Source: an optimization exercise on an open RTL-to-GDS flow (aim: small area, a short achievable clock period and few clock cycles per item). Production flows keep margins and buffers that such runs may drop.
At most, simulation tests tie the RTL to the original design; equivalence was not proved.
Only the layout flow was run in runs 6 to 9; the RTL was not checked for function there.
Power is estimated from default activity; no workload was simulated.

**design/flow/config.mk**
```make
export PLATFORM = sky130hd
export DESIGN_NAME = time_based_processor
export DESIGN_NICKNAME = time_based_processor
export VERILOG_FILES = /design/flow/design.v
export SDC_FILE = /design/flow/constraint.sdc
export NUM_CORES = 4
export LEC_CHECK = 0
export ABC_AREA = 1
export CAP_MARGIN = 20
export CORE_MARGIN = 2
export CORE_UTILIZATION = 40
export SETUP_SLACK_MARGIN = 2
export SLEW_MARGIN = 20
```
**design/flow/constraint.sdc**
```tcl
create_clock -name core_clock -period 5.5 [get_ports {clk}]
set_input_delay 1.1000 -clock core_clock [delete_from_list [all_inputs] [get_ports {clk}]]
set_output_delay 1.1000 -clock core_clock [all_outputs]
set_load 0.01 [all_outputs]
```
**design/flow/design.v**
```verilog
`timescale 1ns / 1ps
module time_based_processor(
    input           clk,             
    input           rst_n,           
    input  [7:0]    data_in,         
    input  [2:0]    opcode,          
    input           data_valid,      
    output [15:0]   data_out,        
    output          data_ready,      
    output [3:0]    status_flags     
);
    localparam OP_NOP     = 3'b000;
    localparam OP_ADD     = 3'b001;
    localparam OP_SUB     = 3'b010;
    localparam OP_MUL     = 3'b011;
    localparam OP_SHIFT   = 3'b100;
    localparam OP_FILTER  = 3'b101;
    localparam OP_INVERT  = 3'b110;
    localparam OP_COMPARE = 3'b111;
    reg        wait_b;        
    reg        busy;          
    reg        ready;         
    reg [7:0]  x;             
    reg [2:0]  op;            
    reg [15:0] result;
    reg        flag_ovf;
    reg        flag_zero;
    wire idle = ~(wait_b | busy | ready);
    wire [7:0] b = data_in;
    function [10:0] radd;    
        input [9:0] p, q;
        input       ci;
        integer i;
        reg cy;
        begin
            cy = ci;
            for (i = 0; i < 10; i = i + 1) begin
                radd[i] = p[i] ^ q[i] ^ cy;
                cy = (p[i] & q[i]) | (cy & (p[i] ^ q[i]));
            end
            radd[10] = cy;
        end
    endfunction
    wire [10:0] a3s = {2'b00, x} + {1'b0, x, 1'b0};
    function [9:0] pp;
        input [1:0] d;
        case (d)
            2'd0: pp = 10'd0;
            2'd1: pp = {2'b00, x};
            2'd2: pp = {1'b0, x, 1'b0};
            default: pp = a3s[9:0];
        endcase
    endfunction
    wire [15:0] mfirst = {pp(b[1:0]), b[7:2]};
    wire [9:0]  t0     = {2'b00, result[15:8]};
    wire [9:0]  t1     = {2'b00, x & {8{result[0]}}};
    wire [9:0]  t2     = {1'b0, x & {8{result[1]}}, 1'b0};
    wire [9:0]  cs_s   = t0 ^ t1 ^ t2;
    wire [9:0]  cs_c   = (t0 & t1) | (t0 & t2) | (t1 & t2);
    wire [10:0] msum   = {1'b0, cs_s} + {cs_c, 1'b0};
    wire [15:0] mstep  = {msum[9:0], result[7:2]};
    wire       sub = (op == OP_SUB) || (op == OP_COMPARE);
    wire [7:0] y   = b ^ {8{sub}};
    wire [10:0] sums = {2'b00, x} + {2'b00, y} + sub;
    wire       c   = sums[8];              
    wire       eq  = &(x ^ ~b);
    wire [2:0] s   = b[2:0];
    wire [2:0] rl  = b[3] ? -s : s;        
    wire [7:0] r1  = rl[0] ? {x[6:0], x[7]} : x;
    wire [7:0] r2  = rl[1] ? {r1[5:0], r1[7:6]} : r1;
    wire [7:0] r3  = rl[2] ? {r2[3:0], r2[7:4]} : r2;
    wire [7:0] keep_l = 8'hFF << s;
    wire [7:0] keep_r = 8'hFF >> s;
    wire [7:0] shifted = r3 & (b[3] ? keep_r : keep_l);
    reg [15:0] alu;
    reg        alu_ovf, alu_zero;
    always @(*) begin
        alu = 16'h0000; alu_ovf = 1'b0; alu_zero = 1'b0;
        case (op)
            OP_ADD:     begin alu[7:0] = sums[7:0]; alu_ovf = c;  alu_zero = ~|(x | b); end
            OP_SUB:     begin alu[7:0] = sums[7:0]; alu_ovf = ~c; alu_zero = eq; end
            OP_MUL:     begin alu = mfirst; alu_zero = ~|x | ~|b; end
            OP_SHIFT:   alu[7:0] = shifted;
            OP_FILTER:  alu[7:0] = x & b;
            OP_COMPARE: begin alu[1:0] = {~c, c & ~eq}; alu_zero = eq; end
            default:    alu = 16'h0000;
        endcase
    end
    always @(posedge clk or negedge rst_n) begin
        if (!rst_n) begin
            wait_b <= 1'b0;
            busy   <= 1'b0;
            ready  <= 1'b0;
        end else begin
            if (idle && data_valid) begin
                if (opcode == OP_NOP || opcode == OP_INVERT) ready <= 1'b1;
                else wait_b <= 1'b1;
            end
            if (wait_b && data_valid) begin
                wait_b <= 1'b0;
                if (op == OP_MUL) busy <= 1'b1;
                else ready <= 1'b1;
            end
            if (busy && !op[1]) begin
                busy  <= 1'b0;
                ready <= 1'b1;
            end
            if (ready && data_valid) ready <= 1'b0;
        end
    end
    always @(posedge clk) begin
        if (idle) begin
            x         <= data_in;
            op        <= opcode;
            result    <= {8'h00, data_in ^ {8{opcode == OP_INVERT}}};
            flag_ovf  <= 1'b0;
            flag_zero <= 1'b0;
        end
        if (wait_b) begin
            flag_ovf  <= alu_ovf;
            flag_zero <= alu_zero;
            result    <= alu;
        end
        if (busy) begin
            op     <= op - 3'd1;
            result <= mstep;
        end
    end
    assign data_out     = result;
    assign data_ready   = ready;
    assign status_flags = {flag_ovf, flag_zero, 1'b0, ready};
endmodule
```
**design/flow/flow/run.sh**
```bash
#!/bin/bash
# Standard layout with two changes: plain buf_1 cells as the port buffers,
# and half adders left to abc as plain gates (flow/noha.mk).
bash standard.sh "DESIGN_CONFIG=$PWD/flow/noha.mk" "BUFFER_PORTS_ARGS=-buffer_cell sky130_fd_sc_hd__buf_1" finish > standard.log 2>&1
```
**design/flow/flow/noha.mk**
```make
# The standard flow's settings, plus the half-adder cells marked don't-use so that
# synthesis leaves half adders to abc as plain gates.
include $(FLOW_CONFIG)
export DONT_USE_CELLS += sky130_fd_sc_hd__ha_1 sky130_fd_sc_hd__ha_2 sky130_fd_sc_hd__ha_4
```
**design/flow/standard.sh**
```bash
#!/bin/bash
# synth_recipe.tcl (not shown) runs the flow's synth.tcl, then flattens the netlist and writes it again
# the make line also repeats each setting of config.mk as NAME=value (left out here)
make -C /OpenROAD-flow-scripts/flow DESIGN_CONFIG=/design/flow/config.mk WORK_HOME=/design/flow/orfs CLKGATE_MAP_FILE= SYNTH_SCRIPT=/design/flow/synth_recipe.tcl "${@:-finish}"
```
==> summary.txt, run 1 <==
Outcome - no timing/DRC/antenna violations
Final-report hold violation count - 0
Via count - 4271
Share of the clock period used by the worst path - 58.4%
Peak Freq - 311 MHz
Final-report max-slew violation count - 0
Worst-Margin Slew - 0.931 ns
Most used cell, CP - nand2_1
Clock network power share - 9.2%
CP max FO - 12
NetSw - 1.42 mW
Post-synth cell types - 46
DRC violations left - 0
Main flop type after synthesis - edfxtp_1
Synth top area share - 22.7%
Arrival time at the worst endpoint - 3.26 ns
Later-pin clock latency in the skew report - 0.29 ns
Antenna-violating nets left - 0
Leading area contributor after synthesis - edfxtp_1
Combinational share of power - 64.7%
Met3 GRT Util - 3.49%
Layout area overhead - 6.63%
CP max stage cell - buf_1
Setup Crit Path Kind - input port to flop
Die area - 0.0104 mm^2
Synthesized area - 0.00383 mm^2
Top post-synthesis cells by count - nand2_1, inv_1, nand3_1
Antenna violations before repair - 0
Sequential area share after synthesis - 24.7%
Largest net degree at the start of global routing - 23
I/O pin total - 35
Synth area leaders - edfxtp_1, nand2_1, inv_1
Crit-path max cell delay - 0.49 ns
Global route hottest layer - met2
Total Wirelength - 13400 um
Sequential share of power - 26.1%
Critical Path Sink Type - flop
# port buffers - 33
Slew HR - 37.8%
CTS root buf - clkbuf_8
Global Route met1 Usage - 38.6%
Num rows - 35
Leak Pwr - 1.93 nW
Yosys reg bits - 32
Async set-reset flop share out of synthesis - 9.38%
WP data required - 5.54 ns
Vias in the first global route - 3856
Clock slew at reported path FFs - 0.08 ns
RSZ-0062 raised after global routing - no
Placeable Area - 0.00928 mm^2
Endpoints failing setup - 0
Antenna Cells - 0
Grt ovf - 0
DR WL/cell - 17.6 um
GRT Overall Usage - 26.2%
Cell chain of the critical path - buf_1 > inv_1 > nand2_1 > nand2_2 > or2_2 > o21ai_0 > nand2_1 > nand4_1 > o211ai_1 > inv_1 > nand2_1 > nand2_1 > a21oi_2
CTS tree - done
Setup TNS - 0 ns
Synthesized Nets - 638
Initial Utilization - 41.3%
Syn avg cell area - 6.24 um^2
Post-Synthesis Cells - 614
Final GP Congestion - 0.988
First-pass GRT wire length - 20800 um
Htree depth - 2
Drt pass-1 iters - 5
Post-synth EDFFs - 29
Hpwl dp - 10200 um
Hold Worst Slack - 0.563 ns
Die height - 102 um
Fraction of layout cells with a size suffix above 1 - 7.31%
Vias per Instance - 5.63
Setup crit start kind - input port
Clock Tree Buf Depth - 2
Worst min path class - flop to flop
Hold-fix buffers, CTS - 0
Worst setup margin - 2.29 ns
Switch share - 56.1%
Int Power - 1.11 mW
Top-count cell post-synth - nand2_1
Total CTS buffers - 5
Final Critical Period - 3.21 ns
CTS sink count - 32
DRT iter0 DRCs - 402
Die Span X - 102 um
Max Cap Viol - 0
Met2 Usage GRT - 38.7%
Pwr dens - 618 mW/mm^2
Worst Skew - 0.00603 ns
YS warnings - 1
Nets - 652
Maximum vdd drop - 243 uV
Dpl ws - 1.64 ns
[power by group through the flow]
stage          Sequential, mW  Combinational [mW]  Clock [mW]
6_report                0.659                1.63       0.233
5_1_grt                 0.674                1.85       0.244
4_1_cts                 0.652                1.62       0.237
3_5_place_dp            0.655                1.61           0
3_3_place_gp            0.652                1.61           0
2_1_floorplan           0.531                1.31           0
[critical path: cells and delay by family]
family                 cells  cell delay [ns]
and+or+nand+nor            7             0.92
AOI/OAI and AO/OA          3             0.30
buffers and inverters      3             0.92
[cell type report]
type,count,area (um^2)
Fill cell,1024,5200
Multi-Input combinational cell,471,2410
Sequential cell,32,946
Inverter,83,312
Tap cell,129,161
Timing Repair Buffer,35,143
Clock buffer,5,68.8
Clock inverter,3,42.5
[layer usage]
metal / vias to the layer above / wire length, um
li1: 2042 / -
met1: 1999 / 6090
met2: 208 / 5840
met3: 22 / 1110
met4: 0 / 322
met5: - / 0
[cell families after synthesis]
family / Yosys count / synth area share [%]
xor+xnor: 4 / 0.914
buf+inv: 111 / 12.3
simple gates: 348 / 40.0
compound gates: 108 / 16.7
other cells: 1 / 0.0978
flops: 32 / 24.7
fa+ha+maj: 10 / 5.22
[layout by cell type, fill, tap and decap left out, drive strengths merged, types with 7 or more instances in the layout]
master and n:
nand2 209, inv 83, nand3 63, nor2 50, o21ai 38, a21oi 35, buf 33, edfxtp 29
a31oi 13, fa 10, nand4 9, nor3 7, clkbuf 7
[what timing repair did]
action	CTS	global route
setup buffers	0	0
resized for setup	1	3
endpoints found under the setup margin	4	9
[flip-flops by register name, indices dropped and copies added, names as in the netlist]
name	cells
result	16
x	8
op	3
busy	1
flag_ovf	1
flag_zero	1
ready	1
wait_b	1
[worst paths after layout]
kind | slack, ns | end | startpoint | depth (start not counted)
max | 2.29 | result[5] | data_in[3] | 13
min in group asynchronous | 0.60 | busy | rst_n | 1
min reg2reg | 0.56 | ready | ready | 1
max reg2reg | 2.32 | result[15] | result[1] | 15
min | 0.56 | ready | ready | 1
max in group asynchronous | 4.76 | wait_b | rst_n | 1
[through the flow]
step | utilization, % | cells | instance area [um^2] | total power [mW]
floorplan | - | 614 | 3830 | 1.84
global placement | 42.8 | 750 | 3970 | 2.26
detailed placement | 42.8 | 750 | 3970 | 2.26
CTS | 44.0 | 758 | 4080 | 2.50
global route | 44.0 | 758 | 4090 | 2.76
finish | 44.0 | 758 | 4090 | 2.53
Testbench counts, summed over its fixed seeds: cycles 14,892, ops 4,800.
==> inputs of run 2 (changes only) <==
--- a/design/flow/config.mk
+++ b/design/flow/config.mk
@@ -10,3 +10,3 @@
 export CORE_MARGIN = 2
-export CORE_UTILIZATION = 40
+export CORE_UTILIZATION = 60
 export SETUP_SLACK_MARGIN = 2
==> summary.txt, run 2 <==
# port buffers - 33
Final-report max-slew violation count - 0
Drt pass-1 iters - 5
Outcome - no timing/DRC/antenna violations
Grt ovf - 0
Max reg flops - 16
Clock slew at reported path FFs - 0.08 ns
Synth top area share - 22.7%
Hold Path Cell Cnt - 1
Met1 Routed Length - 4990 um
Biggest register - result
Leading area contributor after synthesis - edfxtp_1
Post-synth EDFFs - 29
Async set-reset flop share out of synthesis - 9.38%
Worst min path class - flop to flop
RSZ-0062 raised after global routing - no
YS warnings - 1
Critical Path Sink Type - flop
CTS sink count - 32
Post-Synthesis Cells - 614
Setup TNS - 0 ns
Antenna-violating nets left - 0
Share of the clock period used by the worst path - 58.0%
Total CTS buffers - 5
Fillers - 607
Vias in the first global route - 4112
Total Wirelength - 12400 um
Vias per Instance - 6.29
Syn avg cell area - 6.24 um^2
Largest regs - result: 16 flops, x: 8 flops, op: 3 flops
Later-pin clock latency in the skew report - 0.30 ns
Top post-synthesis cells by count - nand2_1, inv_1, nand3_1
Maximum vdd drop - 432 uV
Final Critical Period - 3.19 ns
Area of the multi-input gates - 0.00242 mm^2
CTS root buf - clkbuf_8
Setup crit start kind - flop
Synthesized Nets - 638
CP max FO - 11
Die Span X - 83.9 um
Arrival time at the worst endpoint - 3.33 ns
Via count - 4434
Largest net degree at the start of global routing - 23
GRT Overall Usage - 36.6%
Main flop type after synthesis - edfxtp_1
DRT iter0 DRCs - 585
FF+latch area - 946 um^2
Setup repair bufs after CTS - 0
RR Startpoint - x[1]
Htree depth - 2
Slew HR - 38.4%
Synth area leaders - edfxtp_1, nand2_1, inv_1
Endpoints failing setup - 0
Commonest non-fill, non-tap cell in the layout - nand2_1
Final GP Congestion - 1.12
Sequential area share after synthesis - 24.7%
Met2 WL post-DR - 5380 um
Nets - 651
Met3 wire len - 1400 um
First-pass GRT wire length - 20600 um
Hold Worst Slack - 0.577 ns
Placeable Area - 0.00628 mm^2
Worst-Margin Slew - 0.919 ns
Hpwl dp - 9530 um
Peak Freq - 314 MHz
Die area - 0.00704 mm^2
Antenna violations before repair - 0
Die height - 83.9 um
Yosys reg bits - 32
Hold_sp - ready
Synthesized area - 0.00383 mm^2
CTS tree - done
DR top layer - met4
Initial Utilization - 61.1%
Hold EP - ready
Max Cap Viol - 0
Final-report hold violation count - 0
Setup Crit Path Kind - flop to flop
I/O pin total - 35
DRC violations left - 0
Fraction of layout cells with a size suffix above 1 - 7.17%
Layout area overhead - 4.83%
Clock Tree Buf Depth - 2
Leak Pwr - 1.92 nW
Pwr dens - 629 mW/mm^2
Worst reg2reg path depth - 15
Top-count cell post-synth - nand2_1
Commonest cells after routing, fill and taps aside - nand2_1, inv_1, nand3_1
DR WL/cell - 17.6 um
Worst Skew - 0.0108 ns
Post-synth cell types - 46
WP data required - 5.64 ns
Num rows - 29
Flop2flop setup slack - 2.31 ns
Reg2reg end - result[15]
Antenna Cells - 0
## run 2: worst max path at each step
stage / end / startpoint / cells past startpoint
floorplan: result[13] / result[1] / 15
global placement: flag_ovf / data_in[1] / 15
detailed placement: result[5] / data_in[0] / 14
CTS: flag_ovf / data_in[1] / 15
global route: result[15] / x[1] / 15
finish: result[15] / x[1] / 15
## run 2: critical path, stage by stage (launching register included)
cell and delay (ns):
edfxtp_1 0.63, nand2_1 0.13, inv_1 0.07, fa_1 0.50, inv_1 0.06, nor2_1 0.13, inv_1 0.08, fa_1 0.37
nand3b_1 0.19, a31oi_1 0.18, nand2_1 0.11, a31oi_1 0.20, nand2_1 0.10, nand3_1 0.08, nand3_1 0.07, o21ai_0 0.12
## run 2: where the power goes
| group | switching (mW) | internal [mW] | total (mW) |
|---|---|---|---|
| logic | 1.10 | 0.541 | 1.64 |
| registers | 0.218 | 0.432 | 0.650 |
| clock network | 0.101 | 0.134 | 0.235 |
## run 2: area by class of cell
class                   count  area share, %
multi-input cells         471           60.2
flip-flops and latches     32           23.5
inverters                  83           7.75
repair buffers             34           3.33
well taps                  77           2.40
clock buffers               5           1.71
clock inverters             3           1.06
## run 2: routing by layer
layer,global-route usage (%),vias to the layer above
li1,-,2050
met5,0,-
met2,54.5,303
met3,6.92,65
met4,19.8,0
met1,50.2,2016
## run 2: logic make-up after synthesis
family / Yosys count / share of synthesized area (%)
AO/OA/AOI/OAI: 108 / 16.7
buffers and inverters: 111 / 12.3
XOR/XNOR: 4 / 0.914
adder cells (fa/ha/maj): 10 / 5.22
AND/OR/NAND/NOR: 348 / 40.0
flip-flops: 32 / 24.7
other: 1 / 0.0978
## run 2: timing repair
action                                  CTS  global route
gates resized for setup                   1             2
endpoints found under the setup margin    1             9
hold buffers                              0             0
## run 2: per-stage QoR
stage          std cells  utilization (%)  area, um^2  power (mW)  setup slack (ns)
3_5_place_dp         697             62.2        3900        2.23              1.68
4_1_cts              705             64.0        4020        2.47              2.00
3_3_place_gp         697             62.2        3900        2.20              1.68
6_report             705             64.0        4020        2.53              2.31
5_1_grt              705             64.0        4020        2.75              2.02
2_1_floorplan        614                -        3830        1.84              2.68
==> inputs of run 3 (changes only) <==
--- a/design/flow/config.mk
+++ b/design/flow/config.mk
@@ -10,4 +10,4 @@
 export CORE_MARGIN = 2
-export CORE_UTILIZATION = 60
-export SETUP_SLACK_MARGIN = 2
+export CORE_UTILIZATION = 40
+export SETUP_SLACK_MARGIN = 2.5
 export SLEW_MARGIN = 20
==> summary.txt, run 3 <==
RSZ-0062 raised after global routing - yes
CTS root buf - clkbuf_8
Total Power - 2.66 mW
Synthesized Nets - 638
CP max FO - 3
Synth top area share - 22.7%
Yosys reg bits - 32
FF+latch area - 946 um^2
Initial Utilization - 41.3%
Placed instance area - 0.00397 mm^2
Fin area - 0.00433 mm^2
Main flop type after synthesis - edfxtp_1
Setup TNS - 0 ns
Maximum vdd drop - 244 uV
Biggest register - result
Sequential area share after synthesis - 24.7%
GRT Overall Usage - 26.5%
Total Wirelength - 13900 um
Antenna violations before repair - 0
Largest net degree at the start of global routing - 23
CTS sink count - 32
Leak Pwr - 2.04 nW
Via count - 4420
Max reg flops - 16
DR WL/cell - 17.8 um
Antenna-violating nets left - 0
Top-count cell post-synth - nand2_1
Post-synth cell types - 46
Antenna Cells - 0
Vias per Instance - 5.65
WP data required - 5.65 ns
Largest regs - result: 16 flops, x: 8 flops, op: 3 flops
Commonest non-fill, non-tap cell in the layout - nand2_1
Synth area leaders - edfxtp_1, nand2_1, inv_1
DRC violations left - 0
Pwr dens - 616 mW/mm^2
Num rows - 35
Final-report max-slew violation count - 0
Outcome - no timing/DRC/antenna violations
Endpoints failing setup - 0
Commonest cells after routing, fill and taps aside - nand2_1, inv_1, nand3_1
Die height - 102 um
Vias in the first global route - 3922
Later-pin clock latency in the skew report - 0.29 ns
Fillers - 999
Final Critical Period - 3.01 ns
Grt ovf - 0
Post-Synthesis Cells - 614
Top post-synthesis cells by count - nand2_1, inv_1, nand3_1
Synthesized area - 0.00383 mm^2
Die Span X - 102 um
Post-synth EDFFs - 29
Fraction of layout cells with a size suffix above 1 - 12.6%
Final GP Congestion - 0.988
DRT iter0 DRCs - 486
Dpl ws - 1.64 ns
Die area - 0.0104 mm^2
Hpwl dp - 10200 um
Critical Path Sink Type - flop
Leading area contributor after synthesis - edfxtp_1
Htree depth - 2
Clock slew at reported path FFs - 0.08 ns
Setup crit start kind - flop
Layout area overhead - 12.9%
Slew HR - 37.0%
Placeable Area - 0.00928 mm^2
YS warnings - 1
Worst Skew - 0.00991 ns
Total CTS buffers - 5
Share of the clock period used by the worst path - 54.7%
I/O pin total - 35
Hold Worst Slack - 0.564 ns
Arrival time at the worst endpoint - 3.16 ns
Drt pass-1 iters - 6
Async set-reset flop share out of synthesis - 9.38%
Area of the multi-input gates - 0.00245 mm^2
Worst setup margin - 2.49 ns
Setup Crit Path Kind - flop to flop
Peak Freq - 332 MHz
Worst-Margin Slew - 0.942 ns
First-pass GRT wire length - 21000 um
# port buffers - 33
CTS tree - done
Nets - 676
Final-report hold violation count - 0
Worst min path class - flop to flop
Clock Tree Buf Depth - 2
Syn avg cell area - 6.24 um^2
Max Cap Viol - 0
-- run 3: changes by cell type in the layout (fill, tap and decap cells not counted), sizes merged --
cell / delta
inv: -3
buf: +24
clkbuf: +1
clkinvlp: +3
-- run 3: path summary, 6_finish.rpt --
| check | slack [ns] | cells past startpoint | to | startpoint |
|---|---|---|---|---|
| worst max-delay path | 2.49 | 15 | result[15] | result[1] |
| worst min-delay path | 0.56 | 1 | ready | ready |
| worst max register to register | 2.49 | 15 | result[15] | result[1] |
| worst min register to register | 0.56 | 1 | ready | ready |
| max in group asynchronous | 4.76 | 1 | wait_b | rst_n |
| min in group asynchronous | 0.60 | 1 | busy | rst_n |
-- run 3: where the power goes --
part           total [mW]  leakage (nW)  switching [mW]  internal [mW]
logic                1.81          1.65            1.18          0.624
clock network       0.237        0.0541           0.103          0.134
registers           0.622         0.335           0.191          0.431
total                2.66          2.04            1.48           1.19
-- run 3: per-layer routing --
| layer | up-vias | track usage [%] | part of all wire, % |
|---|---|---|---|
| met3 | 40 | 3.49 | 7.3 |
| met1 | 2078 | 38.9 | 46 |
| met2 | 210 | 39.4 | 44 |
| li1 | 2092 | - | - |
| met4 | 0 | 10.3 | 3.0 |
| met5 | - | 0 | 0 |
-- run 3: logic make-up after synthesis --
logic type               Yosys count  share of synthesized area, %
buffers and inverters            111                          12.3
AO/OA/AOI/OAI                    108                          16.7
adder cells (fa/ha/maj)           10                          5.22
other                              1                        0.0978
AND/OR/NAND/NOR                  348                          40.0
XOR/XNOR                           4                         0.914
flip-flops                        32                          24.7
-- run 3: cell type report --
class | instances | area share [%]
inverters | 83 | 7.46
clock inverters | 3 | 0.983
repair buffers | 59 | 7.83
clock buffers | 5 | 1.59
multi-input cells | 471 | 56.5
flip-flops and latches | 32 | 21.9
well taps | 129 | 3.73
-- run 3: timing repair --
item / CTS / global route
hold buffers: 0 / 0
gates resized for setup: 6 / 21
pin swaps: 0 / 8
setup endpoints to repair: 12 / 11
setup buffers: 9 / 15
cloned: 0 / 0
-- run 3: worst max-delay path, cell delays in order (launching register included) --
cell and delay, ns:
edfxtp_1 0.47, nand2_1 0.10, inv_1 0.05, fa_1 0.50, inv_2 0.06, nor2_4 0.09, inv_2 0.06, fa_2 0.38
nand3b_1 0.21, a31oi_2 0.24, nand2_1 0.12, a31oi_2 0.21, nand2_1 0.09, nand3_1 0.08, nand3_1 0.09, o21ai_1 0.11
-- run 3: metrics by stage --
step                      utilization [%]  instances
after floorplan                         -        614
after global placement               42.8        750
after detailed placement             42.8        750
after CTS                            44.9        767
after global routing                 46.6        782
final                                46.6        782
==> inputs of run 4 (changes only) <==
==> design/flow/run.sh (new file) <==
#!/bin/bash
# synth_recipe.tcl (not shown) runs the flow's synth.tcl, then flattens the netlist and writes it again
# the make line also repeats each setting of config.mk as NAME=value (left out here)
make -C /OpenROAD-flow-scripts/flow DESIGN_CONFIG=/design/flow/config.mk WORK_HOME=/design/flow/orfs CLKGATE_MAP_FILE= SYNTH_SCRIPT=/design/flow/synth_recipe.tcl finish
--- a/design/flow/config.mk
+++ b/design/flow/config.mk
@@ -11,3 +11,3 @@
 export CORE_UTILIZATION = 40
-export SETUP_SLACK_MARGIN = 2.5
+export SETUP_SLACK_MARGIN = 2
 export SLEW_MARGIN = 20
removed: design/flow/flow/run.sh
removed: design/flow/flow/noha.mk
removed: design/flow/standard.sh
==> summary.txt, run 4 <==
Pwr dens - 574 mW/mm^2
Die Span X - 105 um
Hpwl dp - 9310 um
Antenna violations before repair - 0
Synthesized Nets - 649
DR WL/cell - 16.7 um
Critical Path Sink Type - flop
Final-report max-slew violation count - 0
Htree depth - 2
Placed instance area - 0.00450 mm^2
RSZ-0062 raised after global routing - yes
Drt pass-1 iters - 5
Setup repair bufs after CTS - 0
Peak Freq - 300 MHz
Slew HR - 39.9%
CP Buf/Inv Count - 3
Synthesized area - 0.00411 mm^2
CP max FO - 11
Grt ovf - 0
Worst-Margin Slew - 0.899 ns
Vias per Instance - 5.42
Antenna-violating nets left - 0
Share of the clock period used by the worst path - 60.6%
CTS tree - done
Worst setup margin - 2.17 ns
Largest regs - result: 16 flops, x: 8 flops, op: 3 flops
Final-report hold violation count - 0
Max Cap Viol - 0
Antenna Cells - 0
I/O pin total - 35
Die height - 105 um
Main flop type after synthesis - edfxtp_1
Worst Setup SP - data_in[2]
Fraction of layout cells with a size suffix above 1 - 5.40%
Final GP Congestion - 0.898
Worst reg2reg path depth - 18
YS warnings - 1
Leading area contributor after synthesis - edfxtp_1
Max reg flops - 16
Commonest non-fill, non-tap cell in the layout - nand2_1
DRT iter0 DRCs - 359
CP max stage cell - clkdlybuf4s50_1
Total Wirelength - 12200 um
Crit path max-delay family - buffers and inverters
Post-synth cell types - 47
Sequential area share after synthesis - 23.0%
Largest net degree at the start of global routing - 24
Async set-reset flop share out of synthesis - 9.38%
RR Startpoint - op[0]
Final Critical Period - 3.33 ns
Dpl ws - 1.52 ns
Vias in the first global route - 3632
Clock slew at reported path FFs - 0.08 ns
Total CTS buffers - 5
CTS sink count - 32
Syn avg cell area - 7.22 um^2
# port buffers - 33
Endpoints failing setup - 0
Hold_sp - ready
Layout area overhead - 11.7%
Arrival time at the worst endpoint - 3.48 ns
Worst min path class - flop to flop
Cell chain of the critical path - clkdlybuf4s50_1 > inv_1 > ha_1 > o21ai_4 > inv_2 > nand3_1 > nand4_1 > nand3b_1 > nand2_1 > a21oi_1
Top post-synthesis cells by count - nand2_1, inv_1, ha_1
Fin area - 0.00459 mm^2
WP data required - 5.65 ns
Initial Utilization - 40.5%
Worst Skew - 0.00911 ns
Synth top area share - 21.2%
Clock Tree Buf Depth - 2
Nets - 672
Setup crit start kind - input port
Maximum vdd drop - 237 uV
Yosys reg bits - 32
Hold Path Cell Cnt - 1
Later-pin clock latency in the skew report - 0.29 ns
First-pass GRT wire length - 19400 um
Crit-path max cell delay - 0.76 ns
Levels on crit path - 10
Commonest cells after routing, fill and taps aside - nand2_1, inv_1, ha_1
Setup Crit Path Kind - input port to flop
Setup TNS - 0 ns
Via count - 3953
Final core occ - 45.3%
Post-synth EDFFs - 29
Synth area leaders - edfxtp_1, ha_1, nand2_1
Die area - 0.0111 mm^2
DRC violations left - 0
Placeable Area - 0.0101 mm^2
Top-count cell post-synth - nand2_1
GRT Overall Usage - 22.2%
Outcome - no timing/DRC/antenna violations
Num rows - 37
Post-Synthesis Cells - 569
Biggest register - result
CTS root buf - clkbuf_8
Leak Pwr - 2.26 nW
-- run 4: cell count changes after synthesis, moves of 7 or more --
cell,before,now
nand2_1,200,133
ha_1,0,56
nand3_1,55,37
nor2_1,48,33
a21oi_1,30,41
buf_2,12,2
xor2_1,1,11
a31oi_1,13,6
inv_2,4,11
nand3_2,7,0
-- run 4: power by group --
group          switching (mW)  internal, mW  leakage [nW]  total [mW]
combinational            1.12         0.702          1.87        1.82
clock                  0.0959        0.0882        0.0479       0.184
sequential              0.200         0.431         0.336       0.631
total                    1.41          1.22          2.26        2.63
-- run 4: stage by stage --
step           power, mW  hold slack (ns)  cells
3_3_place_gp        2.40            0.545    721
5_1_grt             2.90            0.571    729
3_5_place_dp        2.41            0.545    721
2_1_floorplan       1.87            0.561    569
6_report            2.63            0.550    729
4_1_cts             2.62            0.555    729
-- run 4: path summary, 6_finish.rpt --
kind / slack [ns] / to
worst max-delay path: 2.17 / result[3]
worst min-delay path: 0.55 / ready
worst max register to register: 2.44 / result[6]
worst min register to register: 0.55 / ready
max in group asynchronous: 4.38 / busy
min in group asynchronous: 0.98 / wait_b
-- run 4: area by class of cell --
type | count | area, um^2
fillers | 1055 | 5550
multi-input cells | 432 | 2720
flip-flops and latches | 32 | 946
inverters | 88 | 333
repair buffers | 33 | 330
well taps | 136 | 170
clock buffers | 5 | 68.8
clock inverters | 3 | 18.8
-- run 4: cells by family (layout without fill, tap and decap cells) --
| logic type | Yosys count | count (layout) | share of synthesized area (%) |
|---|---|---|---|
| AO/OA/AOI/OAI | 119 | 119 | 17.1 |
| XOR/XNOR | 15 | 15 | 3.20 |
| adder cells (fa/ha/maj) | 66 | 66 | 21.9 |
| buffers and inverters | 105 | 129 | 10.7 |
| flip-flops | 32 | 32 | 23.0 |
| other | 1 | 1 | 0.0912 |
| AND/OR/NAND/NOR | 231 | 231 | 23.9 |
-- run 4: timing repair --
action / 4_1_cts / 5_1_grt
resized for setup: 1 / 4
hold buffers: 0 / 0
endpoints found under the hold margin: 0 / 0
setup endpoints to repair: 9 / 9
-- run 4: metal layers --
| layer | wire length, um | up-vias | global-route usage (%) |
|---|---|---|---|
| met2 | 5690 | 143 | 36.3 |
| li1 | - | 1950 | - |
| met4 | 267 | 0 | 5.81 |
| met5 | 0 | - | 0 |
| met1 | 5550 | 1837 | 31.9 |
| met3 | 681 | 23 | 1.18 |
==> inputs of run 5 (changes only) <==
==> design/flow/flow/run.sh (new file) <==
#!/bin/bash
# Standard layout, with plain buf_1 cells as the port buffers.
bash standard.sh "BUFFER_PORTS_ARGS=-buffer_cell sky130_fd_sc_hd__buf_1" finish > standard.log 2>&1
==> design/flow/standard.sh (new file) <==
#!/bin/bash
# synth_recipe.tcl (not shown) runs the flow's synth.tcl, then flattens the netlist and writes it again
# the make line also repeats each setting of config.mk as NAME=value (left out here)
make -C /OpenROAD-flow-scripts/flow DESIGN_CONFIG=/design/flow/config.mk WORK_HOME=/design/flow/orfs CLKGATE_MAP_FILE= SYNTH_SCRIPT=/design/flow/synth_recipe.tcl "${@:-finish}"
removed: design/flow/run.sh
==> summary.txt, run 5 <==
Outcome - no timing/DRC/antenna violations
Critical Path Sink Type - flop
Flop2flop setup slack - 2.52 ns
Vias per Instance - 5.43
Setup crit start kind - input port
Final-report hold violation count - 0
Antenna Cells - 0
Commonest cells after routing, fill and taps aside - nand2_1, inv_1, ha_1
Largest net degree at the start of global routing - 24
PostCTS Resize Cnt - 0
Syn avg cell area - 7.22 um^2
Post-synth cell types - 47
Largest regs - result: 16 flops, x: 8 flops, op: 3 flops
Nets - 672
Arrival time at the worst endpoint - 3.35 ns
Post-synth EDFFs - 29
Maximum vdd drop - 221 uV
Sequential share of power - 24.4%
DRT iter0 DRCs - 333
Endpoints failing setup - 0
Antenna violations before repair - 0
Hold Worst Slack - 0.559 ns
Async set-reset flop share out of synthesis - 9.38%
Synthesized Nets - 649
Combinational share of power - 66.7%
Clock network power share - 8.9%
Synth top area share - 21.2%
DR WL/cell - 16.1 um
First-pass GRT wire length - 19400 um
Htree depth - 2
Non-Filler Instances - 729
Commonest non-fill, non-tap cell in the layout - nand2_1
Placed instance area - 0.00430 mm^2
Top post-synthesis cells by count - nand2_1, inv_1, ha_1
CTS tree - done
WP data required - 5.65 ns
Antenna-violating nets left - 0
Num rows - 37
Yosys reg bits - 32
Layout area overhead - 7.28%
Synthesized area - 0.00411 mm^2
DRC violations left - 0
Die height - 105 um
CTS root buf - clkbuf_8
DP Cell Count - 721
Total CTS buffers - 5
Worst min path class - flop to flop
Share of the clock period used by the worst path - 58.3%
CTS sink count - 32
Dpl ws - 1.80 ns
Vias in the first global route - 3808
Pwr dens - 583 mW/mm^2
Final-report max-slew violation count - 0
Die area - 0.0111 mm^2
# port buffers - 33
Top-count cell post-synth - nand2_1
Peak Freq - 312 MHz
Sequential area share after synthesis - 23.0%
Leading area contributor after synthesis - edfxtp_1
Fraction of layout cells with a size suffix above 1 - 5.40%
Die Span X - 105 um
Switch share - 54.2%
Drt pass-1 iters - 6
YS warnings - 1
Hpwl dp - 9180 um
Main flop type after synthesis - edfxtp_1
Final Critical Period - 3.21 ns
Int Power - 1.18 mW
Clock slew at reported path FFs - 0.07 ns
Leak Pwr - 2.16 nW
Final core occ - 43.5%
Hold-fix buffers, CTS - 0
Max reg flops - 16
Worst Skew - 0.00846 ns
Placeable Area - 0.0101 mm^2
Slew HR - 44.1%
Initial Utilization - 40.5%
Post-Synthesis Cells - 569
NetSw - 1.39 mW
Fillers - 1030
Later-pin clock latency in the skew report - 0.29 ns
GRT Overall Usage - 21.8%
Total Wirelength - 11700 um
Via count - 3959
Biggest register - result
Setup repair bufs after CTS - 0
Final GP Congestion - 0.882
Total Power - 2.57 mW
Synth area leaders - edfxtp_1, ha_1, nand2_1
RSZ-0062 raised after global routing - no
Worst setup margin - 2.29 ns
Setup TNS - 0 ns
I/O pin total - 35
Max Cap Viol - 0
CP max FO - 10
Worst-Margin Slew - 0.839 ns
Fin area - 0.00441 mm^2
Clock Tree Buf Depth - 2
Grt ovf - 0
Setup Crit Path Kind - input port to flop
==> run 5: layout make-up <==
cell class,instances,area (um^2),share of cell area [%]
clock buffers,5,68.8,1.56
clock inverters,3,42.5,0.965
inverters,88,333,7.55
multi-input cells,432,2720,61.8
flip-flops and latches,32,946,21.5
well taps,136,170,3.86
repair buffers,33,125,2.84
==> run 5: kinds of logic (layout without fill, tap and decap cells) <==
family | count (synthesis) | after routing | synth area share, %
AOI/OAI and AO/OA | 119 | 119 | 17.1
xor gates and xnor gates | 15 | 15 | 3.20
adders and majority gates | 66 | 66 | 21.9
buffers and inverters | 105 | 129 | 10.7
DFF | 32 | 32 | 23.0
other | 1 | 1 | 0.0912
and+or+nand+nor | 231 | 231 | 23.9
==> run 5: final timing paths <==
kind	from	end	cells after the start
max	data_in[1]	result[7]	13
min in group asynchronous	rst_n	busy	1
max reg2reg	op[0]	result[6]	19
min reg2reg	ready	ready	1
max in group asynchronous	rst_n	wait_b	1
min	ready	ready	1
==> run 5: critical path: stages <==
cell     delay [ns]
buf_1          0.47
inv_2          0.21
ha_1           0.28
ha_1           0.32
o21ai_4        0.28
inv_2          0.13
nand2_1        0.09
nand3_1        0.11
nand2_1        0.08
inv_1          0.03
nand2_1        0.06
nand2_1        0.06
a21oi_2        0.12
==> run 5: routing by layer <==
metal / vias to the layer above / track usage (%) / part of all wire [%] / wire length, um
met5: - / 0 / 0 / 0
met4: 0 / 7.43 / 3.0 / 347
met3: 32 / 1.98 / 6.2 / 725
met2: 145 / 35.0 / 44 / 5210
met1: 1831 / 30.8 / 46 / 5430
li1: 1951 / - / - / -
==> run 5: power by group through the flow <==
stage / sequential, mW / clock, mW / combinational [mW]
6_report: 0.627 / 0.229 / 1.71
5_1_grt: 0.647 / 0.243 / 1.97
4_1_cts: 0.628 / 0.232 / 1.70
3_5_place_dp: 0.632 / 0 / 1.69
3_3_place_gp: 0.630 / 0 / 1.67
2_1_floorplan: 0.551 / 0 / 1.32
==> inputs of run 6 (changes only) <==
--- a/design/flow/design.v
+++ b/design/flow/design.v
@@ -54,8 +54,3 @@
     wire [15:0] mfirst = {pp(b[1:0]), b[7:2]};
-    wire [9:0]  t0     = {2'b00, result[15:8]};
-    wire [9:0]  t1     = {2'b00, x & {8{result[0]}}};
-    wire [9:0]  t2     = {1'b0, x & {8{result[1]}}, 1'b0};
-    wire [9:0]  cs_s   = t0 ^ t1 ^ t2;
-    wire [9:0]  cs_c   = (t0 & t1) | (t0 & t2) | (t1 & t2);
-    wire [10:0] msum   = {1'b0, cs_s} + {cs_c, 1'b0};
+    wire [10:0] msum   = {2'b00, result[15:8]} + pp(result[1:0]);
     wire [15:0] mstep  = {msum[9:0], result[7:2]};
==> summary.txt, run 6 <==
Outcome - no timing/DRC/antenna violations
Hold Worst Slack - 0.557 ns
Worst-Margin Slew - 0.932 ns
CTS root buf - clkbuf_8
Die area - 0.0109 mm^2
Synthesized Nets - 645
Synth top area share - 21.6%
Top-count cell post-synth - nand2_1
Share of the clock period used by the worst path - 61.2%
Final Critical Period - 3.36 ns
Die height - 104 um
Final-report max-slew violation count - 0
Largest regs - result: 16 flops, x: 8 flops, op: 3 flops
Drt pass-1 iters - 5
DR WL/cell - 17.3 um
Worst min path class - flop to flop
# port buffers - 33
FF+latch area - 946 um^2
Final-report hold violation count - 0
Fraction of layout cells with a size suffix above 1 - 6.57%
Peak Freq - 297 MHz
RSZ-0062 raised after global routing - yes
Synth Area in Adders - 18.6%
Die Span X - 104 um
CP max FO - 7
Largest net degree at the start of global routing - 24
Arrival time at the worst endpoint - 3.41 ns
Largest family of logic cells by synthesized area - simple AND/OR/NAND/NOR gates
Later-pin clock latency in the skew report - 0.29 ns
Num rows - 36
Async set-reset flop share out of synthesis - 9.38%
Area of the multi-input gates - 0.00269 mm^2
Mux share of post-synthesis cell area - 0.498%
Antenna violations before repair - 0
Htree depth - 2
Post-Synthesis Cells - 573
Synth area leaders - edfxtp_1, ha_1, nand2_1
Leading area contributor after synthesis - edfxtp_1
CTS sink count - 32
Grt ovf - 0
Fillers - 1030
Setup crit start kind - flop
Max reg flops - 16
Main flop type after synthesis - edfxtp_1
Layout area overhead - 9.08%
Vias in the first global route - 3932
Post-synth EDFFs - 29
Max Cap Viol - 0
Xor and xnor area share after synthesis - 3.48%
Hold-fix buffers, CTS - 0
Clock slew at reported path FFs - 0.07 ns
GRT Overall Usage - 23.8%
Worst Skew - 0.0119 ns
Total Wirelength - 12800 um
YS warnings - 1
First-pass GRT wire length - 20500 um
Leak Pwr - 2.10 nW
Total CTS buffers - 5
Via count - 4134
Commonest non-fill, non-tap cell in the layout - nand2_1
Setup Crit Path Kind - flop to flop
Maximum vdd drop - 288 uV
Commonest cells after routing, fill and taps aside - nand2_1, inv_1, ha_1
Endpoints failing setup - 0
Area fraction in and, or, nand and nor cells after synthesis - 25.0%
Antenna Cells - 0
Hpwl dp - 9860 um
Placeable Area - 0.00977 mm^2
Top post-synthesis cells by count - nand2_1, inv_1, ha_1
I/O pin total - 35
Synthesized area - 0.00402 mm^2
Sequential area share after synthesis - 23.5%
Nets - 680
DRC violations left - 0
Yosys reg bits - 32
Pwr dens - 598 mW/mm^2
Clock Tree Buf Depth - 2
CTS tree - done
DRT iter0 DRCs - 319
WP data required - 5.55 ns
Final GP Congestion - 0.902
Critical Path Sink Type - flop
Antenna-violating nets left - 0
Post-synth cell types - 44
Initial Utilization - 41.2%
Slew HR - 37.7%
Vias per Instance - 5.57
Synth Area in Compound Gates - 19.2%
Setup TNS - 0 ns
Syn avg cell area - 7.02 um^2
Biggest register - result
-- run 6: area by class of cell --
class / count / share of cell area (%)
well taps: 133 / 3.79
repair buffers: 43 / 4.56
clock buffers: 7 / 1.74
clock inverters: 1 / 0.114
flip-flops and latches: 32 / 21.6
multi-input cells: 445 / 61.3
inverters: 81 / 6.93
-- run 6: timing repair --
item | 4_1_cts | 5_1_grt
endpoints found under the hold margin | 0 | 0
buffers inserted | 2 | 8
endpoints found under the setup margin | 1 | 14
resized for setup | 0 | 3
-- run 6: power by group --
group | internal (mW) | total (mW) | switching [mW]
Clock | 0.0888 | 0.179 | 0.0906
Combinational | 0.639 | 1.87 | 1.23
Sequential | 0.429 | 0.574 | 0.145
Total | 1.16 | 2.62 | 1.47
-- run 6: per-stage QoR --
stage	instances	instance area [um^2]	power (mW)	worst slack, ns	util [%]
after CTS	734	4330	2.57	2.01	44.3
after floorplan	573	4020	1.88	2.59	-
final	742	4390	2.62	2.14	44.9
after detailed placement	724	4230	2.37	1.76	43.3
after global routing	742	4390	2.90	1.77	44.9
after global placement	724	4230	2.35	1.87	43.3
-- run 6: worst max-delay path, stage by stage (launching register included) --
cell,delay (ns)
edfxtp_1,0.62
inv_2,0.16
ha_1,0.38
nand2_1,0.10
nand2_1,0.06
a21oi_1,0.14
xor2_1,0.23
nand2_1,0.06
o21ai_0,0.11
inv_1,0.07
ha_1,0.32
nand2_1,0.08
nor2_1,0.11
nand2_1,0.06
o211ai_1,0.12
nand2_1,0.11
nand2_1,0.10
nand4_1,0.11
nand3_1,0.11
nand2_1,0.06
-- run 6: kinds of logic (layout without fill, tap and decap cells) --
| family | count (synthesis) | in the layout |
|---|---|---|
| other | 1 | 1 |
| buffers and inverters | 96 | 132 |
| AND/OR/NAND/NOR | 238 | 238 |
| XOR/XNOR | 16 | 16 |
| adder cells (fa/ha/maj) | 58 | 58 |
| multiplexers | 2 | 2 |
| AO/OA/AOI/OAI | 130 | 130 |
| flip-flops | 32 | 32 |
-- run 6: final timing paths --
check | depth (start not counted) | slack, ns | endpoint | startpoint
min | 1 | 0.56 | ready | ready
min reg2reg | 1 | 0.56 | ready | ready
min in group asynchronous | 1 | 0.61 | ready | rst_n
max | 19 | 2.14 | result[15] | x[5]
max reg2reg | 19 | 2.14 | result[15] | x[5]
max in group asynchronous | 1 | 4.74 | wait_b | rst_n
-- run 6: routing by layer --
layer	share of wire, %	up-vias	routed length (um)	track usage (%)
met5	0	-	0	0
met4	2.0	0	255	6.85
met3	5.1	23	650	2.94
met2	48	139	6200	40.7
met1	44	1944	5700	31.4
li1	-	2028	-	-
==> inputs of run 7 (changes only) <==
==> design/flow/run.sh (new file) <==
#!/bin/bash
# synth_recipe.tcl (not shown) runs the flow's synth.tcl, then flattens the netlist and writes it again
# the make line also repeats each setting of config.mk as NAME=value (left out here)
make -C /OpenROAD-flow-scripts/flow DESIGN_CONFIG=/design/flow/config.mk WORK_HOME=/design/flow/orfs CLKGATE_MAP_FILE= SYNTH_SCRIPT=/design/flow/synth_recipe.tcl finish
removed: design/flow/flow/run.sh
removed: design/flow/standard.sh
==> summary.txt, run 7 <==
Synthesized Nets - 645
Final GP Congestion - 0.905
CTS root buf - clkbuf_8
Crit path max-delay family - adder cells
I/O pin total - 35
Max reg flops - 16
Yosys reg bits - 32
Worst min path class - flop to flop
Biggest register - result
Sequential area share after synthesis - 23.5%
Fraction of layout cells with a size suffix above 1 - 7.67%
Cell chain of the critical path - ha_1 > fa_1 > nand3_1 > nand2_1 > xnor2_1 > a221oi_2 > ha_1 > nand2_1 > nor2_1 > nand2_1 > o211ai_1 > nand2_1 > nand2_1 > nand4_1 > nand3_1 > nand2_1
Commonest non-fill, non-tap cell in the layout - nand2_1
Placed instance area - 0.00444 mm^2
Nets - 684
Commonest cells after routing, fill and taps aside - nand2_1, inv_1, ha_1
Max Cap Viol - 0
YS warnings - 1
Clock slew at reported path FFs - 0.07 ns
Hold-fix buffers, CTS - 0
First-pass GRT wire length - 20400 um
Post-Synthesis Cells - 573
DRT iter0 DRCs - 315
# port buffers - 33
Post-synth EDFFs - 29
Drt pass-1 iters - 5
Top-count cell post-synth - nand2_1
Later-pin clock latency in the skew report - 0.28 ns
Top post-synthesis cells by count - nand2_1, inv_1, ha_1
Synth top area share - 21.6%
Worst-Margin Slew - 0.936 ns
Vias in the first global route - 3749
Worst Skew - 0.00883 ns
Leak Pwr - 2.23 nW
Async set-reset flop share out of synthesis - 9.38%
Antenna Cells - 0
CP Buf/Inv Count - 0
Setup Crit Path Kind - flop to flop
Share of the clock period used by the worst path - 59.7%
Clock Tree Buf Depth - 2
Setup crit start kind - flop
DRC violations left - 0
Endpoints failing setup - 0
WP data required - 5.53 ns
Die area - 0.0109 mm^2
Vias per Instance - 5.49
Syn avg cell area - 7.02 um^2
Die Span X - 104 um
Final Critical Period - 3.28 ns
Die height - 104 um
Pwr dens - 587 mW/mm^2
Main flop type after synthesis - edfxtp_1
CP max stage cell - edfxtp_1
Slew HR - 37.4%
Largest net degree at the start of global routing - 24
Synth area leaders - edfxtp_1, ha_1, nand2_1
Final-report hold violation count - 0
Placeable Area - 0.00977 mm^2
Layout area overhead - 15.1%
Antenna violations before repair - 0
Synthesized area - 0.00402 mm^2
CTS tree - done
Arrival time at the worst endpoint - 3.32 ns
Most used cell, CP - nand2_1
RSZ-0062 raised after global routing - yes
Outcome - no timing/DRC/antenna violations
Num rows - 36
Via count - 4092
Grt ovf - 0
Total CTS buffers - 5
GRT Overall Usage - 23.8%
Total Wirelength - 13100 um
Initial Utilization - 41.2%
Peak Freq - 305 MHz
Post-synth cell types - 44
Leading area contributor after synthesis - edfxtp_1
Setup TNS - 0 ns
Largest regs - result: 16 flops, x: 8 flops, op: 3 flops
DR WL/cell - 17.6 um
Maximum vdd drop - 270 uV
CTS sink count - 32
Antenna-violating nets left - 0
Final-report max-slew violation count - 0
Fin area - 0.00463 mm^2
DP Cell Count - 724
Non-Filler Instances - 746
Hpwl dp - 10200 um
Htree depth - 2
Critical Path Sink Type - flop
Crit-path max cell delay - 0.54 ns
CP max FO - 9
run 7: cell types whose count changed in the layout (fill, tap and decap cells not counted), sizes merged:
cell           previous run  this run
dlymetal6s2s              0         3
buf                      42        14
clkdlybuf4s50             0        29
run 7: final timing paths:
path / start / end / slack, ns / depth (start not counted)
min reg2reg: ready / ready / 0.56 / 1
min in group asynchronous: rst_n / busy / 1.00 / 1
max in group asynchronous: rst_n / wait_b / 4.35 / 1
max: x[1] / result[15] / 2.22 / 16
max reg2reg: x[1] / result[15] / 2.22 / 16
min: ready / ready / 0.56 / 1
run 7: cell type report:
cell class / instances / area, um^2
fill: 1006 / 5140
clock buffer: 7 / 76.3
tap: 133 / 166
clock inverter: 1 / 5.00
sequential: 32 / 946
timing repair buffer: 47 / 438
inverter: 81 / 304
multi-input combinational: 445 / 2700
run 7: metal layers:
layer	track usage (%)	routed length, um
met1	31.3	5730
met2	42.9	6510
met3	2.07	678
met4	4.15	208
met5	0	0
run 7: where the power goes:
part | internal (mW) | switching, mW
Sequential | 0.429 | 0.148
Combinational | 0.737 | 1.22
Clock | 0.0890 | 0.0942
run 7: worst reg2reg max path: cells and delay by family (launching register included):
family	cells	cell delay, ns
DFF	1	0.54
adders and majority gates	3	1.10
xor gates and xnor gates	1	0.29
AOI/OAI and AO/OA	2	0.22
and+or+nand+nor	10	0.90
run 7: repair_timing:
item                                    4_1_cts  5_1_grt
pin swaps                                     0        0
gates resized for setup                       1        9
buffers inserted                              2       12
endpoints found under the setup margin       10       13
run 7: logic make-up (layout without fill, tap and decap cells):
| group | Yosys count | in the layout | share of synthesized area [%] |
|---|---|---|---|
| simple gates | 238 | 238 | 25.0 |
| compound gates | 130 | 130 | 19.2 |
| buf+inv | 96 | 136 | 9.61 |
| fa+ha+maj | 58 | 58 | 18.6 |
| flops | 32 | 32 | 23.5 |
| xor+xnor | 16 | 16 | 3.48 |
| mux | 2 | 2 | 0.498 |
| other cells | 1 | 1 | 0.0932 |
run 7: through the flow:
step                      worst slack (ns)  utilization (%)  hold WS, ns  power [mW]
final                                 2.22             47.4        0.564        2.72
after CTS                             2.01             46.4        0.563        2.66
after global placement                1.58             45.4        0.549        2.44
after floorplan                       2.59                -        0.561        1.88
after detailed placement              1.51             45.4        0.552        2.46
after global routing                  1.97             47.4        0.595        2.98
==> inputs of run 8 (changes only) <==
--- a/design/flow/design.v
+++ b/design/flow/design.v
@@ -43,3 +43,3 @@
     endfunction
-    wire [10:0] a3s = {2'b00, x} + {1'b0, x, 1'b0};
+    wire [10:0] a3s = radd({2'b00, x}, {1'b0, x, 1'b0}, 1'b0);
     function [9:0] pp;
@@ -54,3 +54,3 @@
     wire [15:0] mfirst = {pp(b[1:0]), b[7:2]};
-    wire [10:0] msum   = {2'b00, result[15:8]} + pp(result[1:0]);
+    wire [10:0] msum   = radd({2'b00, result[15:8]}, pp(result[1:0]), 1'b0);
     wire [15:0] mstep  = {msum[9:0], result[7:2]};
@@ -58,3 +58,3 @@
     wire [7:0] y   = b ^ {8{sub}};
-    wire [10:0] sums = {2'b00, x} + {2'b00, y} + sub;
+    wire [10:0] sums = radd({2'b00, x}, {2'b00, y}, sub);
     wire       c   = sums[8];              
==> summary.txt, run 8 <==
Setup crit start kind - flop
Synthesized area - 0.00361 mm^2
Commonest non-fill, non-tap cell in the layout - nand2_1
RSZ-0062 raised after global routing - yes
Syn avg cell area - 7.83 um^2
DR top layer - met4
Crit-path max cell delay - 0.51 ns
Num rows - 34
Top post-synthesis cells by count - nand2_1, inv_1, ha_1
Worst Setup SP - op[1]
Cell chain of the critical path - ha_4 > nand2_4 > o21ai_4 > buf_6 > o21a_1 > fa_2 > fa_2 > fa_2 > fa_2 > fa_2 > fa_2 > inv_2 > fa_2 > o211ai_1 > nor2_1 > a21oi_1
Setup Crit Path Kind - flop to flop
Critical Path Sink Type - flop
Met3 wire len - 737 um
Worst Skew - 0.00816 ns
Placeable Area - 0.00872 mm^2
Endpoints failing setup - 0
WP data required - 5.66 ns
Levels on crit path - 16
Antenna violations before repair - 0
Final GP Congestion - 0.978
Max Cap Viol - 0
Post-synth cell types - 41
Final Critical Period - 4.36 ns
Worst reg2reg path depth - 16
Layout area overhead - 25.4%
GRT Overall Usage - 23.8%
CTS tree - done
Outcome - no timing/DRC/antenna violations
Crit path max-delay family - adder cells
Slew HR - 48.7%
Fillers - 827
Synthesized Nets - 530
End point of the critical path - result[7]
DRC violations left - 0
Post-Synthesis Cells - 461
Hpwl dp - 8540 um
CP max stage cell - edfxtp_1
Grt ovf - 0
FF+latch area - 946 um^2
Commonest cells after routing, fill and taps aside - nand2_1, inv_1, nor2_1
Total Power - 2.64 mW
Worst min path class - flop to flop
Largest net degree at the start of global routing - 20
CTS root buf - clkbuf_8
Final core occ - 51.9%
I/O pin total - 35
Drt pass-1 iters - 5
Vias per Instance - 5.55
First-pass GRT wire length - 18100 um
Main flop type after synthesis - edfxtp_1
Placed instance area - 0.00407 mm^2
Nets - 588
Leading area contributor after synthesis - edfxtp_1
Top-count cell post-synth - nand2_1
Pwr dens - 584 mW/mm^2
Yosys reg bits - 32
Dpl ws - 0.449 ns
Biggest register - result
Clock Tree Buf Depth - 2
Non-Filler Instances - 628
Most used cell, CP - fa_2
Hold Path Cell Cnt - 2
Vias in the first global route - 3343
Hold Worst Slack - 0.628 ns
Total Wirelength - 11600 um
Flop2flop setup slack - 1.14 ns
Via count - 3484
Reg2reg end - result[7]
Worst-Margin Slew - 0.767 ns
Final-report hold violation count - 0
Area of the multi-input gates - 0.00253 mm^2
Post-synth EDFFs - 29
CP Buf/Inv Count - 2
Clock slew at reported path FFs - 0.09 ns
Fin area - 0.00453 mm^2
Fraction of layout cells with a size suffix above 1 - 22.3%
DRT iter0 DRCs - 224
Worst setup margin - 1.14 ns
Arrival time at the worst endpoint - 4.52 ns
Peak Freq - 229 MHz
RR Startpoint - op[1]
Met1 Routed Length - 5210 um
# port buffers - 33
Antenna Cells - 0
Share of the clock period used by the worst path - 79.3%
DP Cell Count - 591
CTS sink count - 32
Later-pin clock latency in the skew report - 0.30 ns
Synth top area share - 24.1%
Synth area leaders - edfxtp_1, nand2_1, ha_1
Die area - 0.00980 mm^2
Setup TNS - 0 ns
DR WL/cell - 18.5 um
Leak Pwr - 1.94 nW
YS warnings - 1
Htree depth - 2
Max reg flops - 16
Async set-reset flop share out of synthesis - 9.38%
Die Span X - 99.0 um
Die height - 99.0 um
Total CTS buffers - 5
Initial Utilization - 41.4%
Sequential area share after synthesis - 26.2%
Met2 WL post-DR - 5330 um
Hold-fix buffers, CTS - 0
Maximum vdd drop - 172 uV
CP max FO - 4
Largest regs - result: 16 flops, x: 8 flops, op: 3 flops
Antenna-violating nets left - 0
Final-report max-slew violation count - 0
run 8: cell types whose count changed in the layout (fill, tap and decap cells not counted), sizes merged, moves of 4 or more:
cell and delta:
nand2 -13, inv -24, nand4 -4, o21ai -19, fa +17, nand3 -17
a21oi -19, ha -20, buf +21
run 8: how the worst min path moves through the flow:
| stage | startpoint | end | slack [ns] |
|---|---|---|---|
| 3_3_place_gp | result[6] | result[4] | 0.60 |
| 3_5_place_dp | result[6] | result[4] | 0.62 |
| 6_report | result[7] | result[5] | 0.63 |
| 5_1_grt | result[7] | result[5] | 0.64 |
| 4_1_cts | result[7] | result[5] | 0.62 |
| 2_1_floorplan | wait_b | wait_b | 0.59 |
run 8: tightest hold or removal path, cell delays in order, from the launching register on:
cell and delay (ns):
edfxtp_1 0.35, nor2_1 0.06, a21oi_2 0.09
run 8: timing repair:
| action | CTS | global route |
|---|---|---|
| gates cloned | 0 | 0 |
| setup endpoints to repair | 13 | 10 |
| pin swaps | 5 | 11 |
| gates resized for setup | 28 | 15 |
| buffers inserted | 20 | 9 |
run 8: cell type report:
class	instances	share of cell area (%)
clock buffers	5	1.52
multi-input cells	356	55.8
flip-flops and latches	32	20.9
repair buffers	66	12.8
well taps	108	2.99
inverters	58	5.06
clock inverters	3	0.940
run 8: logic make-up after synthesis:
family	count (synthesis)	share of synthesized area, %
AO/OA/AOI/OAI	92	16.2
XOR/XNOR	12	2.91
other	1	0.104
AND/OR/NAND/NOR	196	22.5
adder cells (fa/ha/maj)	55	23.2
flip-flops	32	26.2
buffers and inverters	73	8.91
run 8: metal layers:
metal	up-vias	GRT usage (%)
li1	1652	-
met1	1665	34.0
met2	139	37.2
met3	28	3.48
met4	0	7.27
met5	-	0
run 8: report_power, final:
group / internal (mW) / leakage (nW) / switching [mW]
Clock: 0.134 / 0.0541 / 0.109
Sequential: 0.438 / 0.336 / 0.154
Combinational: 0.790 / 1.55 / 1.02
==> inputs of run 9 (changes only) <==
--- a/design/flow/design.v
+++ b/design/flow/design.v
@@ -44,4 +44,5 @@
     wire [10:0] a3s = radd({2'b00, x}, {1'b0, x, 1'b0}, 1'b0);
-    function [9:0] pp;
-        input [1:0] d;
+    wire [1:0]  d   = wait_b ? b[1:0] : result[1:0];
+    reg  [9:0]  pp;
+    always @(*) begin
         case (d)
@@ -52,5 +53,5 @@
         endcase
-    endfunction
-    wire [15:0] mfirst = {pp(b[1:0]), b[7:2]};
-    wire [10:0] msum   = radd({2'b00, result[15:8]}, pp(result[1:0]), 1'b0);
+    end
+    wire [15:0] mfirst = {pp, b[7:2]};
+    wire [10:0] msum   = radd({2'b00, result[15:8]}, pp, 1'b0);
     wire [15:0] mstep  = {msum[9:0], result[7:2]};
==> summary.txt, run 9 <==
Total Wirelength - 10100 um
Share of the clock period used by the worst path - 82.4%
Later-pin clock latency in the skew report - 0.29 ns
Met3 wire len - 585 um
Worst Skew - 0.00532 ns
Final-report max-slew violation count - 0
Final Critical Period - 4.53 ns
Synthesized area - 0.00345 mm^2
Dpl ws - 0.181 ns
Synthesized Nets - 504
Final-report hold violation count - 0
Slew HR - 28.2%
CTS root buf - clkbuf_8
Total CTS buffers - 5
Final GP Congestion - 0.911
Placeable Area - 0.00830 mm^2
Max Cap Viol - 0
Via count - 3255
GRT Overall Usage - 21.2%
Worst-Margin Slew - 1.07 ns
# port buffers - 33
Max reg flops - 16
Clock slew at reported path FFs - 0.07 ns
DR WL/cell - 16.8 um
Fin area - 0.00439 mm^2
DRC violations left - 0
Endpoints failing setup - 0
Die area - 0.00939 mm^2
Setup TNS - 0 ns
Leak Pwr - 1.90 nW
Top post-synthesis cells by count - nand2_1, inv_1, ha_1
Met2 WL post-DR - 4880 um
Synth top area share - 25.2%
DR top layer - met4
Antenna Cells - 0
Hold-fix buffers, CTS - 0
Setup Crit Path Kind - input port to flop
Commonest cells after routing, fill and taps aside - nand2_1, inv_1, nand3_1
Leading area contributor after synthesis - edfxtp_1
Maximum vdd drop - 255 uV
Critical Path Sink Type - flop
DRT iter0 DRCs - 315
Post-synth EDFFs - 29
Flop2flop setup slack - 1.09 ns
Worst Setup SP - data_in[0]
Non-Filler Instances - 600
Die height - 96.9 um
Synth area leaders - edfxtp_1, ha_1, nand2_1
WP data required - 5.55 ns
Fraction of layout cells with a size suffix above 1 - 21.2%
Setup crit start kind - input port
Antenna-violating nets left - 0
I/O pin total - 35
Drt pass-1 iters - 5
Reg2reg end - result[14]
CP max FO - 5
YS warnings - 1
Num rows - 33
Total Power - 2.45 mW
CTS tree - done
Final core occ - 52.9%
Commonest non-fill, non-tap cell in the layout - nand2_1
Nets - 561
CTS sink count - 32
Pwr dens - 557 mW/mm^2
Placed instance area - 0.00397 mm^2
Met1 Routed Length - 4370 um
Worst min path class - flop to flop
RSZ-0062 raised after global routing - yes
Outcome - no timing/DRC/antenna violations
Grt ovf - 0
Top-count cell post-synth - nand2_1
Syn avg cell area - 7.90 um^2
Arrival time at the worst endpoint - 4.58 ns
Peak Freq - 221 MHz
Largest net degree at the start of global routing - 22
Htree depth - 2
Fillers - 767
Vias in the first global route - 3032
First-pass GRT wire length - 15700 um
Hpwl dp - 7500 um
Vias per Instance - 5.43
Main flop type after synthesis - edfxtp_1
Biggest register - result
RR Startpoint - x[1]
Initial Utilization - 41.6%
Yosys reg bits - 32
Async set-reset flop share out of synthesis - 9.38%
Worst reg2reg path depth - 15
DP Cell Count - 568
Clock Tree Buf Depth - 2
Die Span X - 96.9 um
Largest regs - result: 16 flops, x: 8 flops, op: 3 flops
Antenna violations before repair - 0
Sequential area share after synthesis - 27.4%
Layout area overhead - 27.1%
Post-synth cell types - 42
Hold Worst Slack - 0.577 ns
End point of the critical path - result[15]
Post-Synthesis Cells - 437
Worst setup margin - 0.970 ns
## run 9: worst max-delay path: stages
cell and delay, ns:
buf_6 0.07, buf_6 0.08, buf_6 0.10, nand2_8 0.05
nand2_8 0.11, inv_8 0.04, nor2_4 0.14, ha_4 0.14
inv_2 0.03, fa_2 0.32, fa_2 0.34, fa_2 0.34
fa_2 0.34, fa_2 0.35, fa_2 0.35, inv_2 0.06
fa_2 0.21, ha_4 0.13, nor2_1 0.04, nor2_1 0.14
o21ai_1 0.07
## run 9: layer usage
metal | vias up | global-route usage, %
met1 | 1552 | 28.0
met5 | - | 0
met2 | 132 | 36.4
li1 | 1554 | -
met4 | 0 | 5.42
met3 | 17 | 3.03
## run 9: worst min path at each step
stage	start	endpoint	slack [ns]	depth (start not counted)
2_1_floorplan	ready	ready	0.56	1
6_report	ready	ready	0.58	1
4_1_cts	ready	ready	0.58	1
5_1_grt	result[2]	result[0]	0.61	2
3_3_place_gp	ready	ready	0.57	1
3_5_place_dp	ready	ready	0.57	1
## run 9: logic make-up after synthesis
group | share of synthesized area, %
flip-flops | 27.4
AO/OA/AOI/OAI | 14.4
other | 0.109
AND/OR/NAND/NOR | 22.7
XOR/XNOR | 2.28
buffers and inverters | 9.53
adder cells (fa/ha/maj) | 23.6
## run 9: layout make-up
class / instances / area, um^2 / area share [%]
multi-input cells: 329 / 2370 / 53.9
flip-flops and latches: 32 / 947 / 21.6
repair buffers: 63 / 579 / 13.2
inverters: 63 / 265 / 6.04
well taps: 105 / 131 / 2.99
clock buffers: 8 / 100 / 2.28
## run 9: what timing repair did
item / 4_1_cts / 5_1_grt
resized for setup: 25 / 24
pin swaps: 18 / 19
setup buffers: 10 / 14
endpoints found under the setup margin: 16 / 13
cloned: 0 / 0
## run 9: power by group
| group | leakage [nW] | internal, mW | switching [mW] |
|---|---|---|---|
| combinational | 1.51 | 0.705 | 0.952 |
| clock | 0.0515 | 0.114 | 0.0969 |
| sequential | 0.335 | 0.429 | 0.150 |
| total | 1.90 | 1.25 | 1.20 |

==> afterwards: timing with drivers on the ports <==
The flow's constraints put no driver on any port. The routed layouts listed below were extracted and timed again, unchanged, in two steps. Step 1 (the two cells are an assumption about what drives the block):
set clk [get_ports {clk}]
set_driving_cell -lib_cell sky130_fd_sc_hd__clkbuf_16 $clk
set_driving_cell -lib_cell sky130_fd_sc_hd__buf_2 [delete_from_list [all_inputs] $clk]
Step 2 times the ports against the registers' clock, not the clock port: input delays grow and output delays shrink by t, the midpoint of the rising clock arrivals with the driver on. Three values: ideal, step 1, step 2; two values: the first two.
| run | t (ns) | setup WS [ns] | worst setup path at the end | clock arrival spread, ns | worst slew at a driven data input, ns |
|---|---|---|---|---|---|
| run 1 | 0.314 | 2.286 / 2.294 / 1.980 | input to register | 0.007 / 0.006 | 0.04 |
| run 2 | 0.326 | 2.312 / 2.312 / 2.010 | input to register | 0.011 / 0.011 | 0.04 |
| run 3 | 0.318 | 2.491 / 2.491 / 2.331 | input to register | 0.010 / 0.010 | 0.04 |
| run 4 | 0.315 | 2.165 / 2.170 / 1.855 | input to register | 0.009 / 0.010 | 0.04 |
| run 5 | 0.311 | 2.295 / 2.301 / 1.990 | input to register | 0.008 / 0.008 | 0.05 |
| run 6 | 0.314 | 2.136 / 2.136 / 1.963 | input to register | 0.012 / 0.012 | 0.03 |
| run 7 | 0.309 | 2.216 / 2.216 / 2.089 | input to register | 0.008 / 0.009 | 0.03 |
| run 8 | 0.327 | 1.141 / 1.141 / 0.882 | input to register | 0.008 / 0.008 | 0.03 |
| run 9 | 0.319 | 0.970 / 0.962 / 0.644 | input to register | 0.006 / 0.005 | 0.04 |
After both steps setup and hold are still met in every run listed. The setup slack of run 9, which loses most, moves by -0.008 ns with the drivers and by -0.326 ns with both steps.
